This is an optimization exercise on Yosys and OpenROAD, whose aim is small area, a short achievable clock period and few clock cycles, not a production implementation.
No run shown here included a check of the RTL's function; only the layout flow was run.
No activity file was given, so power comes from the tool's default toggle rates.

<file path="flow/config.mk">
export PLATFORM = sky130hd
export DESIGN_NAME = cpu_v
export DESIGN_NICKNAME = cpu_v
export VERILOG_FILES = /design/flow/design.v
export SDC_FILE = /design/flow/constraint.sdc
export NUM_CORES = 4
export LEC_CHECK = 0
export CAP_MARGIN = 20
export CORE_MARGIN = 2
export CORE_UTILIZATION = 40
export SLEW_MARGIN = 20
export SETUP_SLACK_MARGIN = 21
</file>
<file path="flow/constraint.sdc">
create_clock -name core_clock -period 32.0 [get_ports {wire_clock}]
set_input_delay 6.4000 -clock core_clock [delete_from_list [all_inputs] [get_ports {wire_clock}]]
set_output_delay 6.4000 -clock core_clock [all_outputs]
set_load 0.01 [all_outputs]
</file>
<file path="flow/design.v">
module alu_v(x, n, mode, y);
   input  wire [15:0] x;
   input  wire [4:0]  n;
   input  wire [1:0]  mode;
   output reg  [15:0] y;
   wire       rmode = (mode == 2'b01);
   wire [3:0] amt = rmode ? (4'd0 - n[3:0]) : n[3:0];
   wire [15:0] s0 = amt[0] ? {x[14:0],  x[15]}    : x;
   wire [15:0] s1 = amt[1] ? {s0[13:0], s0[15:14]} : s0;
   wire [15:0] s2 = amt[2] ? {s1[11:0], s1[15:12]} : s1;
   wire [15:0] rot = amt[3] ? {s2[7:0],  s2[15:8]}  : s2;
   reg [15:0] mhi, mle, mr;
   integer j;
   always @* begin
      for (j = 0; j < 16; j = j + 1) begin
         mhi[j] = (j >= n);
         mle[j] = (j <= n);
         mr[j]  = (j + n <= 15);
      end
      case (mode)
        2'b00: y = rot & mhi;
        2'b01: y = rot & mr;
        2'b10: y = (rot & mhi) | ({rot[14:0], rot[15]} & mle);
        default: y = rot;
      endcase
   end
endmodule
module control_unit_v(clk, rst, din, dout, addr, rw, kb, vf, vpos, vchar);
   input  wire        clk;
   input  wire        rst;
   input  wire [15:0] din;
   output wire [15:0] dout;
   output wire [15:0] addr;
   output reg         rw;
   input  wire [7:0]  kb;
   output reg         vf;
   output wire [15:0] vpos;
   output wire [15:0] vchar;
   reg [15:0] R0, R1, R2, R3, R4, R5, R6, R7;
   reg [15:0] PC, SP, FR, IR;
   reg [15:0] T;         
   reg [15:0] Q;         
   reg        ex;        
   reg        ph;        
   reg        it;        
   reg        ov;        
   reg [3:0]  cnt;       
   reg [7:0]  xoh, yoh;  
   reg [5:0]  asel;      
   reg [3:0]  dsel;      
   wire [5:0] op = IR[15:10];
   wire [2:0] ra = IR[9:7];
   wire isLOADN  = op == 6'b111000;
   wire isLOAD   = op == 6'b110000;
   wire isSTORE  = op == 6'b110001;
   wire isLOADI  = op == 6'b111100;
   wire isSTOREI = op == 6'b111101;
   wire isMOV    = op == 6'b110011;
   wire isOUT    = op == 6'b110010;
   wire isIN     = op == 6'b110101;
   wire isPUSH   = op == 6'b000101;
   wire isPOP    = op == 6'b000110;
   wire isRTS    = op == 6'b000100;
   wire isJMP    = op == 6'b000010;
   wire isCALL   = op == 6'b000011;
   wire isADD    = op == 6'b100000;
   wire isSUB    = op == 6'b100001;
   wire isMUL    = op == 6'b100010;
   wire isDIV    = op == 6'b100011;
   wire isMOD    = op == 6'b100101;
   wire isINC    = op == 6'b100100;
   wire isCMP    = op == 6'b010110;
   wire isAND    = op == 6'b010010;
   wire isOR     = op == 6'b010011;
   wire isXOR    = op == 6'b010100;
   wire isNOT    = op == 6'b010101;
   wire isSH     = op == 6'b010000;
   wire isDM   = isDIV | isMOD;
   wire isMD   = isMUL | isDM;
   wire isLOG  = isAND | isOR | isXOR | isNOT;
   wire isMEM  = isLOADN | isLOAD | isSTORE | isLOADI | isSTOREI | isPUSH | isPOP | isRTS | isJMP | isCALL;
   reg [15:0] X, Y;
   integer    k;
   always @* begin
      X = 16'h0000;
      Y = 16'h0000;
      for (k = 0; k < 16; k = k + 1) begin
         X[k] = (xoh[0] & R0[k]) | (xoh[1] & R1[k]) | (xoh[2] & R2[k]) | (xoh[3] & R3[k]) |
                (xoh[4] & R4[k]) | (xoh[5] & R5[k]) | (xoh[6] & R6[k]) | (xoh[7] & R7[k]);
         Y[k] = (yoh[0] & R0[k]) | (yoh[1] & R1[k]) | (yoh[2] & R2[k]) | (yoh[3] & R3[k]) |
                (yoh[4] & R4[k]) | (yoh[5] & R5[k]) | (yoh[6] & R6[k]) | (yoh[7] & R7[k]);
      end
   end
   reg cond;
   always @* begin
      case (IR[9:6])
        4'b0000: cond = 1'b1;
        4'b0001: cond = FR[13];
        4'b0010: cond = ~FR[13];
        4'b0011: cond = FR[12];
        4'b0100: cond = ~FR[12];
        4'b0101: cond = FR[11];
        4'b0110: cond = ~FR[11];
        4'b0111: cond = FR[15];
        4'b1000: cond = FR[14];
        4'b1001: cond = FR[15] | FR[13];
        4'b1010: cond = FR[14] | FR[13];
        4'b1011: cond = FR[10];
        4'b1100: cond = ~FR[10];
        4'b1101: cond = FR[6];
        4'b1110: cond = FR[9];
        default: cond = 1'b0;
      endcase
   end
   wire        subm  = isSUB | isDM | isCMP;
   wire        kk    = isSUB & IR[0] & FR[11];
   reg  [4:0]  L;                                 
   integer     j;
   always @* begin
      L = 5'd0;
      for (j = 0; j < 16; j = j + 1)
        if (Y[j]) L = j + 1;
   end
   wire [3:0]  mcnt  = it ? cnt : ((L == 5'd0) ? 4'd0 : (L[3:0] - 4'd1));
   wire        mbit  = Y[mcnt];
   wire        xb    = X[cnt];
   wire        diter = isDM & it;
   reg  [15:0] A, B;
   reg         ci;
   always @* begin
      A  = X;
      B  = Y;
      ci = 1'b0;
      if (isMUL) begin
         A  = mbit ? X : 16'h0000;
         B  = it ? {T[14:0], 1'b0} : 16'h0000;
      end
      else if (diter) begin
         A  = T;
         B  = {1'b1, ~Y[15:1]};
         ci = xb | ~Y[0];
      end
      else if (subm) begin
         A  = X + {15'h0000, kk};
         B  = ~Y;
         ci = 1'b1;
      end
      else if (isINC) begin
         B  = {16{IR[6]}};
         ci = ~IR[6];
      end
      else ci = IR[0] & FR[11];
   end
   wire [16:0] S    = {1'b0, A} + {1'b0, B} + {16'h0000, ci};
   wire        zS   = (S[15:0] == 16'h0000);
   wire        lt   = ~S[16];
   wire [15:0] shres;
   alu_v shifter(.x(X), .n(isDM ? (5'd17 - L) : {1'b0, IR[3:0]}),
                 .mode(isDM ? 2'b01 : IR[6:5]), .y(shres));
   wire        movf  = (it & (ov | T[15])) | S[16];
   wire        dge   = S[16];
   wire [15:0] drem  = dge ? {S[14:0], xb ^ Y[0]} : {T[14:0], xb};
   wire [15:0] dquo  = {Q[14:0], dge};
   wire yzero   = (Y == 16'h0000);
   wire md_done = isMUL ? (mcnt == 4'd0) : (it ? (cnt == 4'd0) : (yzero | lt));
   reg [15:0] mdres;
   always @* begin
      if (isMUL) mdres = S[15:0];
      else if (it) mdres = isDIV ? dquo : drem;
      else if (isDIV | yzero) mdres = 16'h0000;
      else mdres = X;
   end
   reg [15:0] res;
   always @* begin
      if (isADD | isINC) res = S[15:0];
      else if (isSUB) res = lt ? 16'h0000 : S[15:0];
      else if (isAND) res = X & Y;
      else if (isOR)  res = X | Y;
      else if (isXOR) res = X ^ Y;
      else if (isNOT) res = ~X;
      else if (isSH)  res = shres;
      else if (isMD)  res = mdres;
      else if (isIN)  res = {8'h00, kb};
      else if (isMOV & (IR[1:0] == 2'b01)) res = SP;
      else res = Y;
   end
   wire zres = (res == 16'h0000);
   wire ldw  = isLOADN | isLOAD | isLOADI | isPOP;    
   wire [15:0] wd = ldw ? din : res;
   wire simple  = ~isMEM & ~isMD;
   wire fetch   = ~ex | simple | (isMD & md_done);
   wire memlast = isLOADN | isLOADI | isSTOREI | isPUSH | isPOP | isRTS | isJMP |
                  ((isLOAD | isSTORE | isCALL) & ph);
   wire we = ex & ((isADD | isSUB | isINC | isLOG | isSH | isIN) |
                   (isMOV & (IR[1:0] != 2'b11)) |
                   isLOADN | (isLOAD & ph) | isLOADI | (isPOP & ~IR[6]) |
                   (isMD & md_done));
   wire        ex_n = fetch | ~memlast;
   wire        ph_n = ex & (isLOAD | isSTORE | isCALL) & ~ph;
   wire [15:0] IR_n = fetch ? din : IR;
   wire [5:0]  op_n = IR_n[15:10];
   wire        bc_n = (op_n == 6'b100000) | (op_n == 6'b100001) | (op_n == 6'b100010) |
                      (op_n == 6'b100011) | (op_n == 6'b100101) | (op_n == 6'b010010) |
                      (op_n == 6'b010011) | (op_n == 6'b010100) | (op_n == 6'b010101);
   wire [2:0]  xs_n = bc_n ? IR_n[6:4] : IR_n[9:7];
   wire [2:0]  ys_n = bc_n ? IR_n[3:1] : IR_n[6:4];
   reg  [5:0]  asel_n;
   reg  [3:0]  dsel_n;
   reg         rw_n;
   always @* begin
      asel_n = 6'b000001;
      dsel_n = 4'b1000;
      rw_n   = 1'b0;
      if (ex_n) begin
         case (op_n)
           6'b110000: if (ph_n) asel_n = 6'b000010;                       
           6'b110001: if (ph_n) begin asel_n = 6'b000010; rw_n = 1'b1; end  
           6'b111100: asel_n = 6'b000100;                                 
           6'b111101: begin asel_n = 6'b001000; rw_n = 1'b1; dsel_n = 4'b0010; end  
           6'b000101: begin asel_n = 6'b010000; rw_n = 1'b1;              
                            if (IR_n[6]) dsel_n = 4'b0100; end
           6'b000110, 6'b000100: asel_n = 6'b100000;                      
           6'b000011: begin dsel_n = 4'b0001;                             
                            if (!ph_n) begin asel_n = 6'b010000; rw_n = 1'b1; end end
           default: ;
         endcase
      end
   end
   wire [15:0] SPp = SP + 16'h0001;
   assign addr = ({16{asel[0]}} & PC) | ({16{asel[1]}} & T) | ({16{asel[2]}} & Y) |
                 ({16{asel[3]}} & X)  | ({16{asel[4]}} & SP) | ({16{asel[5]}} & SPp);
   assign dout = ({16{dsel[0]}} & PC) | ({16{dsel[1]}} & Y) | ({16{dsel[2]}} & FR) |
                 ({16{dsel[3]}} & X);
   assign vpos = Y;
   assign vchar = {X[15:12], (X[11:8] == 4'h0) ? 4'hf : ((X[11:8] == 4'hf) ? 4'h0 : X[11:8]), X[7:0]};
   wire [15:0] PCp = PC + 16'h0001;
   always @(posedge clk) begin
      if (rst) begin
         ex <= 1'b0;
         ph <= 1'b0;
         it <= 1'b0;
         rw <= 1'b0;
         vf <= 1'b0;
         asel <= 6'b000001;
         PC <= 16'h0000;
         SP <= 16'h7ffc;
         FR <= 16'h0000;
         R1 <= 16'h0121;
         R3 <= 16'h0241;
      end
      else begin
         ex <= ex_n;
         ph <= ph_n;
         rw <= rw_n;
         vf <= ex_n & (op_n == 6'b110010);
         asel <= asel_n;
         dsel <= dsel_n;
         xoh <= 8'h01 << xs_n;
         yoh <= 8'h01 << ys_n;
         if (fetch) begin
            IR <= din;
            PC <= PCp;
         end
         else begin
            if (isLOADN | ((isLOAD | isSTORE) & ~ph)) PC <= PCp;
            if (isJMP | (isCALL & ph)) PC <= cond ? din : PCp;
            if (isRTS) PC <= din + 16'h0001;
         end
         if (ex & (isLOAD | isSTORE) & ~ph) T <= din;
         if (ex) begin
            if (isPUSH) SP <= SP - 16'h0001;
            if (isPOP | isRTS) SP <= SPp;
            if (isCALL & ph & cond) SP <= SP - 16'h0001;
            if (isMOV & (IR[1:0] == 2'b11)) SP <= X;
            if (isPOP & IR[6]) FR <= din;
            if (isADD) begin FR[11] <= S[16]; FR[12] <= zS; end
            if (isSUB) begin FR[6] <= lt; FR[12] <= zS; end
            if (isINC) FR[12] <= IR[6] & zS;
            if (isCMP) FR[15:13] <= zS ? 3'b001 : (lt ? 3'b010 : 3'b100);
            if (isLOG & zres) FR[12] <= 1'b1;
            if (isMD & md_done) begin
               FR[12] <= zres;
               if (isMUL) FR[10] <= movf;
               else FR[9] <= yzero;
            end
            if (isMD & ~md_done) begin
               it <= 1'b1;
               if (isMUL) begin
                  T <= S[15:0];
                  ov <= movf;
                  cnt <= mcnt - 4'd1;
               end
               else if (!it) begin
                  Q <= 16'h0000;
                  T <= shres;
                  cnt <= 4'd0 - L[3:0];
               end
               else begin
                  cnt <= cnt - 4'd1;
                  T <= drem;
                  Q <= dquo;
               end
            end
            else it <= 1'b0;
         end
         if (we) begin
            case (ra)
              3'd0: R0 <= wd; 3'd1: R1 <= wd; 3'd2: R2 <= wd; 3'd3: R3 <= wd;
              3'd4: R4 <= wd; 3'd5: R5 <= wd; 3'd6: R6 <= wd; default: R7 <= wd;
            endcase
         end
      end
   end
endmodule
module  cpu_v(wire_clock, wire_reset, bus_RAM_DATA_IN,bus_RAM_DATA_OUT,bus_RAM_ADDRESS,wire_RW, bus_keyboard, videoflag, bus_vga_pos, bus_vga_char,data_debug, led);
   input wire         wire_clock;
   input wire         wire_reset;
   input wire [15:0]  bus_RAM_DATA_IN;
   output wire [15:0]  bus_RAM_DATA_OUT;
   output wire [15:0]  bus_RAM_ADDRESS;
   output wire         wire_RW;
   input  wire [7:0]  bus_keyboard;
   output wire         videoflag;
   output wire [15:0]  bus_vga_pos;
   output wire [15:0]  bus_vga_char;
   output wire [15:0]  data_debug;
   output wire [15:0]  led;
   assign data_debug = 16'h0000;
   assign led = 16'h0000;
   control_unit_v cu(.clk(wire_clock), .rst(wire_reset), .din(bus_RAM_DATA_IN),
                     .dout(bus_RAM_DATA_OUT), .addr(bus_RAM_ADDRESS), .rw(wire_RW),
                     .kb(bus_keyboard), .vf(videoflag), .vpos(bus_vga_pos), .vchar(bus_vga_char));
endmodule
</file>
<file path="flow/flow/run.sh">
#!/bin/bash
set -e
cat >> config.mk <<EOC
export SETUP_SLACK_MARGIN = 21
EOC
bash standard.sh > standard.log 2>&1
</file>
<file path="flow/standard.sh">
#!/bin/bash
# synth_recipe.tcl (not shown) runs the flow's synth.tcl, then flattens the netlist and writes it again
# the make line also repeats each setting of config.mk as NAME=value (left out here)
make -C /OpenROAD-flow-scripts/flow DESIGN_CONFIG=/design/flow/config.mk WORK_HOME=/design/flow/orfs CLKGATE_MAP_FILE= SYNTH_SCRIPT=/design/flow/synth_recipe.tcl "${@:-finish}"
</file>
==> flow_metrics.py, run 1 <==
metrics = {
    "route": {
        "wirelength_mm": 121,
        "drtIter0Drc": 4273,
        "drt_pre_antenna_iters": 14,
        "drt-vias-per-instance": 7.24,
        "vias": 24900,
        "wire_per_inst_um": 35.2,
        "drc": 0,
        "ant_nets": 0,
    },
    "critical_path": {
        "reg2reg_to": "cu.xoh[7]",
        "cp.buffers_inverters": 4,
        "crit_family": "compound AO/OA/AOI/OAI gates",
        "r2r_cells": 27,
        "crit_path_frequent_cell": "o21a_1",
        "critical_path_depth": 27,
        "critPathCapture": "cu.xoh[7]",
        "path_class": "reg -> reg",
        "slowest_delay_ns": 0.73,
        "end_kind": "flop",
        "cp.arrival_ns": 11.04,
        "critical-path-slowest-cell": "edfxtp_1",
        "startpoint": "cu.yoh[1]",
        "reg2reg_from": "cu.yoh[1]",
        "cp_data_required_time_ns": 32.35,
        "critical_path.startpoint_type": "flop",
        "crit_fanout": 34,
        "rrSetupSlack_ns": 21.30,
    },
    "clock_tree": {
        "cts_tree": "done",
        "post-cts-setup-buffers": 0,
        "cts_hold_buffers": 0,
        "cts_buffer_depth": 3,
        "clk_latency_ns": 0.61,
        "cts_buffers": 29,
        "h-tree-depth": 1,
        "cts-root-buf": "clkbuf_16",
        "clkTransAtPathRegs_ns": 0.07,
        "cts.sinks": 259,
        "post_cts_resized": 0,
    },
    "cells_and_area": {
        "area.growth.synth_to_final_pct": 10.7,
        "n_fill_cell": 5484,
        "layout-drive-gt1-share_pct": 9.22,
        "fin_nets": 2763,
        "postLayoutCellArea_sq_um": 24900,
        "stdcell_count": 3444,
    },
    "place": {
        "place_area_sq_um": 23900,
        "dp_hpwl_mm": 85.3,
        "place.gp.congestion": 1.08,
        "port_buffers": 91,
        "dp.cells": 3382,
    },
    "global_route": {
        "grt_pass1_vias": 22700,
        "antenna_found_initial": 12,
        "grt_max_degree": 57,
        "gr-total-overflow": 0,
        "grt_use_total_pct": 40.6,
        "grt_pass1_wl_mm": 169,
    },
    "synthesis": {
        "synth.avg_cell_area_sq_um": 8.36,
        "netlist_instances": 2690,
        "synthAdderAreaFrac_pct": 3.96,
        "synth_simple_gate_area_share_pct": 17.6,
        "synthArstFlopShare_pct": 0,
        "synth_top_flop_cell": "edfxtp_1",
        "ys_ff_latch": 259,
        "synth_top_family_by_area": "compound AO/OA/AOI/OAI gates",
        "muxShareOfSynthArea_pct": 8.20,
        "yosysTopAreaCell": "edfxtp_1",
        "ys_warn_count": 2,
        "synth_compound_area_share_pct": 30.3,
        "ys_types": 110,
        "yosysSeqAreaShare_pct": 30.5,
        "synth-edff-count": 168,
        "yosys-top-cells-count": "nand2_1 (238), nor2_1 (219), a21oi_1 (184)",
        "synth_area_leaders": "edfxtp_1 (22%), dfxtp_1 (8.1%), mux2i_1 (5.9%), a22oi_1 (5.4%), a21oi_1 (4.1%)",
        "synth-xor-area-share_pct": 2.11,
        "yosysMostFrequentCell": "nand2_1",
        "synth_area_sq_um": 22500,
        "synth_top_cell_area_share_pct": 22.4,
    },
    "sta": {
        "setup_viol": 0,
        "fmax_mhz": 93.5,
        "finalMaxSlewViolations": 0,
        "period_share_pct": 33.4,
        "hold_ws_ns": 0.458,
        "hold_violations": 0,
        "rsz0062_at_grt": "false",
        "worst_pin_slew_ns": 1.16,
        "fin_crit_ns": 10.70,
        "clock_skew_ns": 0.0218,
        "fin_tns_setup_ns": 0,
        "relSlewSlack_pct": 22.7,
    },
    "power_and_ir_drop": {
        "leakage_nw": 9.04,
        "vdd_drop_max_uv": 33.3,
        "power.density_nw_per_um2": 47.1,
    },
    "floorplan": {
        "die_w_um": 241,
        "rows": 86,
        "dieHeight_um": 241,
        "dieArea_sq_um": 58100,
        "ios": 124,
        "fp.coreArea_sq_um": 55300,
        "initial_core_util_pct": 40.7,
    },
    "outcome": {
        "outcome": "finished clean",
    },
    "job": {
        "maxCapViolations": 0,
    },
    "worst_hold_path": {
        "holdCritPathClass": "reg -> reg",
    },
}
## report_power, final
| part | total [W] | switching (W) | internal (W) |
|---|---|---|---|
| logic | 0.000426 | 0.000294 | 0.000132 |
| registers | 0.000400 | 0.0000278 | 0.000372 |
| clock network | 0.000346 | 0.000152 | 0.000194 |
## flip-flops by register name (all words and copies together), names as in the netlist, 4 cells and up
register and flops:
cu.FR 16, cu.IR 16, cu.PC 16, cu.Q 15, cu.R0 16, cu.R1 16
cu.R2 16, cu.R3 16, cu.R4 16, cu.R5 16, cu.R6 16, cu.R7 16
cu.SP 16, cu.T 16, cu.asel 6, cu.cnt 4, cu.dsel 4, cu.xoh 8
cu.yoh 8
## worst register-to-register path: stages, from the launching register on
cell and delay, ns:
edfxtp_1 0.73, a22oi_1 0.31, and4_1 0.47, clkinvlp_4 0.47, o211ai_1 0.42, a2111oi_2 0.19
o31ai_1 0.58, ha_1 0.53, inv_1 0.25, o21a_1 0.27, o211ai_4 0.37, mux2i_2 0.49
nand2_1 0.43, o221ai_1 0.35, ha_1 0.34, o21a_1 0.16, o21ai_0 0.39, a31oi_1 0.27
o21bai_1 0.46, o21a_1 0.18, buf_4 0.37, o2111ai_2 0.29, o211ai_4 0.15, buf_4 0.44
mux2i_1 0.44, a21oi_1 0.22, o221ai_4 0.51, mux2_1 0.38
## cell families (layout without fill, tap and decap cells)
logic type,count (synthesis),count (layout)
AO/OA/AOI/OAI,973,974
XOR/XNOR,52,52
adder cells (fa/ha/maj),70,70
buffers and inverters,342,310
flip-flops,259,259
multiplexers,171,171
other,1,38
AND/OR/NAND/NOR,822,822
## through the flow
step	util, %	setup slack, ns	total power [W]
2_1_floorplan	-	23.03	0.000639
3_3_place_gp	43.1	21.74	0.000804
3_5_place_dp	43.1	21.46	0.000805
4_1_cts	44.8	21.41	0.00114
5_1_grt	45.0	21.16	0.00119
6_report	45.0	21.30	0.00117
## how the worst min path moves through the flow
stage	from	end	cells past startpoint
after floorplan	cu.FR[0]	cu.FR[0]	2
after global placement	cu.FR[2]	cu.FR[2]	2
after detailed placement	cu.FR[0]	cu.FR[0]	2
after CTS	cu.FR[0]	cu.FR[0]	2
after global routing	cu.FR[0]	cu.FR[0]	2
final	cu.FR[0]	cu.FR[0]	2
## final cells by class
cell class / count / area (sq um) / share of cell area, %
diodes: 6 / 15.0 / 0.0603
flip-flops and latches: 259 / 6870 / 27.6
repair buffers: 177 / 1570 / 6.29
clock buffers: 36 / 762 / 3.06
inverters: 79 / 302 / 1.21
well taps: 748 / 936 / 3.76
clock inverters: 18 / 188 / 0.754
multi-input cells: 2121 / 14200 / 57.3
## cell usage in the layout (no fill, tap or decap), types with 27 or more instances in the layout
| cell | instances |
|---|---|
| ha_1 | 68 |
| and3_1 | 33 |
| a22oi_1 | 162 |
| nor2_1 | 217 |
| o22ai_1 | 42 |
| xnor2_1 | 28 |
| conb_1 | 32 |
| edfxtp_1 | 168 |
| dfxtp_1 | 90 |
| o221ai_1 | 34 |
| a222oi_1 | 31 |
| a211oi_1 | 58 |
| inv_1 | 68 |
| clkbuf_16 | 29 |
| nand4_1 | 45 |
| a31oi_1 | 41 |
| clkdlybuf4s50_1 | 90 |
| nand2_1 | 238 |
| a21oi_1 | 183 |
| or3_1 | 27 |
| nor3_1 | 49 |
| o21ai_0 | 156 |
| mux2i_1 | 132 |
| nand3_1 | 95 |
| buf_4 | 84 |
| o211ai_1 | 38 |
## routing by layer
metal / routed length, um / part of all wire, % / vias to the layer above / GRT usage (%)
met2: 49300 / 41 / 2182 / 58.0
met3: 17200 / 14 / 533 / 12.3
met1: 45000 / 37 / 11900 / 52.7
met4: 9770 / 8.1 / 12 / 26.8
met5: 78 / 0.064 / - / 0
li1: - / - / 10300 / -
==> run 2: changes to the inputs <==
==> flow/run.sh (new file) <==
#!/bin/bash
# synth_recipe.tcl (not shown) runs the flow's synth.tcl, then flattens the netlist and writes it again
# the make line also repeats each setting of config.mk as NAME=value (left out here)
make -C /OpenROAD-flow-scripts/flow DESIGN_CONFIG=/design/flow/config.mk WORK_HOME=/design/flow/orfs CLKGATE_MAP_FILE= SYNTH_SCRIPT=/design/flow/synth_recipe.tcl finish
--- a/flow/config.mk
+++ b/flow/config.mk
@@ -9,4 +9,3 @@
 export CORE_MARGIN = 2
 export CORE_UTILIZATION = 40
 export SLEW_MARGIN = 20
-export SETUP_SLACK_MARGIN = 21
removed: flow/flow/run.sh
removed: flow/standard.sh
==> flow_metrics.py, run 2 <==
metrics = {
    "clock_tree": {
        "clkTransAtPathRegs_ns": 0.06,
        "cts_tree": "done",
        "post-cts-setup-buffers": 0,
        "clk_latency_ns": 0.62,
        "cts_buffer_depth": 3,
        "cts_buffers": 29,
        "post_cts_resized": 0,
        "cts.sinks": 259,
        "cts-root-buf": "clkbuf_16",
        "cts_hold_buffers": 0,
        "h-tree-depth": 1,
    },
    "global_route": {
        "grt_pass1_wl_mm": 169,
        "grt_use_total_pct": 40.6,
        "antenna_found_initial": 12,
        "grt_pass1_vias": 22700,
        "gr-total-overflow": 0,
        "grt_max_degree": 57,
    },
    "sta": {
        "fin_tns_setup_ns": 0,
        "worst_pin_slew_ns": 1.11,
        "rsz0062_at_grt": "false",
        "hold_ws_ns": 0.455,
        "setup_viol": 0,
        "fmax_mhz": 89.9,
        "hold_violations": 0,
        "fin_crit_ns": 11.12,
        "relSlewSlack_pct": 24.0,
        "finalMaxSlewViolations": 0,
        "period_share_pct": 34.7,
        "clock_skew_ns": 0.0261,
    },
    "cells_and_area": {
        "layout_commonest_cell": "nand2_1",
        "layout-drive-gt1-share_pct": 9.04,
        "area.growth.synth_to_final_pct": 10.6,
        "fin_nets": 2762,
        "most-common-layout-cells": "nand2_1 (238), nor2_1 (217), a21oi_1 (184), edfxtp_1 (168), a22oi_1 (162)",
        "n_fill_cell": 5482,
    },
    "power_and_ir_drop": {
        "leakage_nw": 9.05,
        "vdd_drop_max_uv": 33.8,
        "power.density_nw_per_um2": 47.1,
        "fin_total_pwr_w": 0.00117,
    },
    "critical_path": {
        "critical_path.startpoint_type": "flop",
        "crit_fanout": 34,
        "r2r_cells": 28,
        "critical-path-slowest-cell": "edfxtp_1",
        "slowest_delay_ns": 0.73,
        "reg2reg_to": "cu.xoh[7]",
        "startpoint": "cu.yoh[2]",
        "rrSetupSlack_ns": 20.88,
        "end_kind": "flop",
        "reg2reg_from": "cu.yoh[2]",
        "path_class": "reg -> reg",
        "cp_data_required_time_ns": 32.35,
        "critPathCapture": "cu.xoh[7]",
        "crit_path_frequent_cell": "o21a_1",
        "cp.arrival_ns": 11.47,
    },
    "route": {
        "ant_nets": 0,
        "drt_pre_antenna_iters": 10,
        "drtIter0Drc": 4115,
        "vias": 25100,
        "drt-vias-per-instance": 7.29,
        "wirelength_mm": 121,
        "drc": 0,
        "wire_per_inst_um": 35.2,
    },
    "worst_hold_path": {
        "holdCritPathClass": "reg -> reg",
        "holdPathStages": 2,
    },
    "outcome": {
        "outcome": "finished clean",
    },
    "floorplan": {
        "initial_core_util_pct": 40.7,
        "dieArea_sq_um": 58100,
        "fp.coreArea_sq_um": 55300,
        "die_w_um": 241,
        "rows": 86,
        "ios": 124,
        "dieHeight_um": 241,
    },
    "synthesis": {
        "synth_area_sq_um": 22500,
        "synthArstFlopShare_pct": 0,
        "yosys-top-cells-count": "nand2_1 (238), nor2_1 (219), a21oi_1 (184)",
        "yosysSeqAreaShare_pct": 30.5,
        "synth_top_flop_cell": "edfxtp_1",
        "ys_types": 110,
        "synth_area_leaders": "edfxtp_1 (22%), dfxtp_1 (8.1%), mux2i_1 (5.9%), a22oi_1 (5.4%), a21oi_1 (4.1%)",
        "synth.avg_cell_area_sq_um": 8.36,
        "yosysMostFrequentCell": "nand2_1",
        "synth_top_cell_area_share_pct": 22.4,
        "yosysTopAreaCell": "edfxtp_1",
        "ys_warn_count": 2,
        "ys_ff_latch": 259,
        "netlist_instances": 2690,
        "synth-edff-count": 168,
    },
    "place": {
        "dp_hpwl_mm": 85.3,
        "place.gp.congestion": 1.08,
        "port_buffers": 91,
    },
    "job": {
        "maxCapViolations": 0,
    },
}
==> run 2: cell counts after synthesis <==
Identical to the previous run, type by type.
==> run 2: logic make-up (layout without fill, tap and decap cells) <==
logic type | Yosys count | after routing | synth area share [%]
compound gates | 973 | 973 | 30.3
simple gates | 822 | 822 | 17.6
buf+inv | 342 | 310 | 7.23
flops | 259 | 259 | 30.5
mux | 171 | 171 | 8.20
fa+ha+maj | 70 | 70 | 3.96
xor+xnor | 52 | 52 | 2.11
other cells | 1 | 39 | 0.0167
==> run 2: worst min-delay path by stage <==
stage,end,start
after floorplan,cu.FR[0],cu.FR[0]
after global placement,cu.FR[2],cu.FR[2]
after detailed placement,cu.FR[0],cu.FR[0]
after CTS,cu.FR[0],cu.FR[0]
after global routing,cu.FR[0],cu.FR[0]
final,cu.FR[0],cu.FR[0]
==> run 2: layout make-up <==
| type | count | area [sq um] | area share [%] |
|---|---|---|---|
| antenna | 7 | 17.5 | 0.0705 |
| clock buffer | 36 | 762 | 3.07 |
| clock inverter | 18 | 188 | 0.755 |
| inverter | 79 | 298 | 1.20 |
| multi-input combinational | 2120 | 14200 | 57.2 |
| sequential | 259 | 6870 | 27.6 |
| tap | 748 | 936 | 3.76 |
| timing repair buffer | 177 | 1570 | 6.30 |
==> run 2: power breakdown <==
part	internal, W	switching, W	total, W
Combinational	0.000131	0.000293	0.000424
Clock	0.000194	0.000153	0.000346
Sequential	0.000372	0.0000279	0.000400
==> run 2: stage by stage <==
step | setup slack, ns | utilization, % | instances | instance area, sq um
final | 20.88 | 44.9 | 3444 | 24900
after global routing | 20.70 | 44.9 | 3437 | 24800
after CTS | 21.41 | 44.8 | 3436 | 24800
after detailed placement | 21.46 | 43.1 | 3382 | 23900
after global placement | 21.74 | 43.1 | 3381 | 23800
after floorplan | 23.03 | - | 2721 | 22600
==> run 2: critical path, delay by kind of cell (launching register included) <==
kind / cells / cell delay [ns]
compound gates: 17 / 5.21
fa+ha+maj: 2 / 0.84
buf+inv: 4 / 1.64
mux: 3 / 1.43
simple gates: 2 / 0.93
flops: 1 / 0.73
==> run 2: routing by layer <==
| metal | global-route usage (%) | routed length, um |
|---|---|---|
| met2 | 58.0 | 49400 |
| met3 | 12.3 | 17100 |
| met5 | 0 | 78 |
| met1 | 52.7 | 45200 |
| met4 | 26.8 | 9280 |

## separate check: timing with driven ports
In the flow no input, the clock included, has a driving cell. The finished layouts below were timed again as built, in two steps.
Step 1 sets driving cells, clkbuf_16 on the clock port and buf_2 on the other inputs (assumed; they add their load-dependent delay and slew).
Step 2 also shifts input and output timing later by t, the mid clock arrival at the registers, as if the neighbouring blocks saw the same clock.
a / b / c = ideal / step 1 / step 2; a / b = the first two.
| run | t, ns | slack for setup (ns) | worst data-port slew with drivers (ns) |
|---|---|---|---|
| run 1 | 0.654 | 21.301 / 21.287 / 21.301 | 0.06 |
| run 2 | 0.660 | 20.881 / 20.881 / 20.881 | 0.06 |
After both steps setup and hold are still met in every run listed.
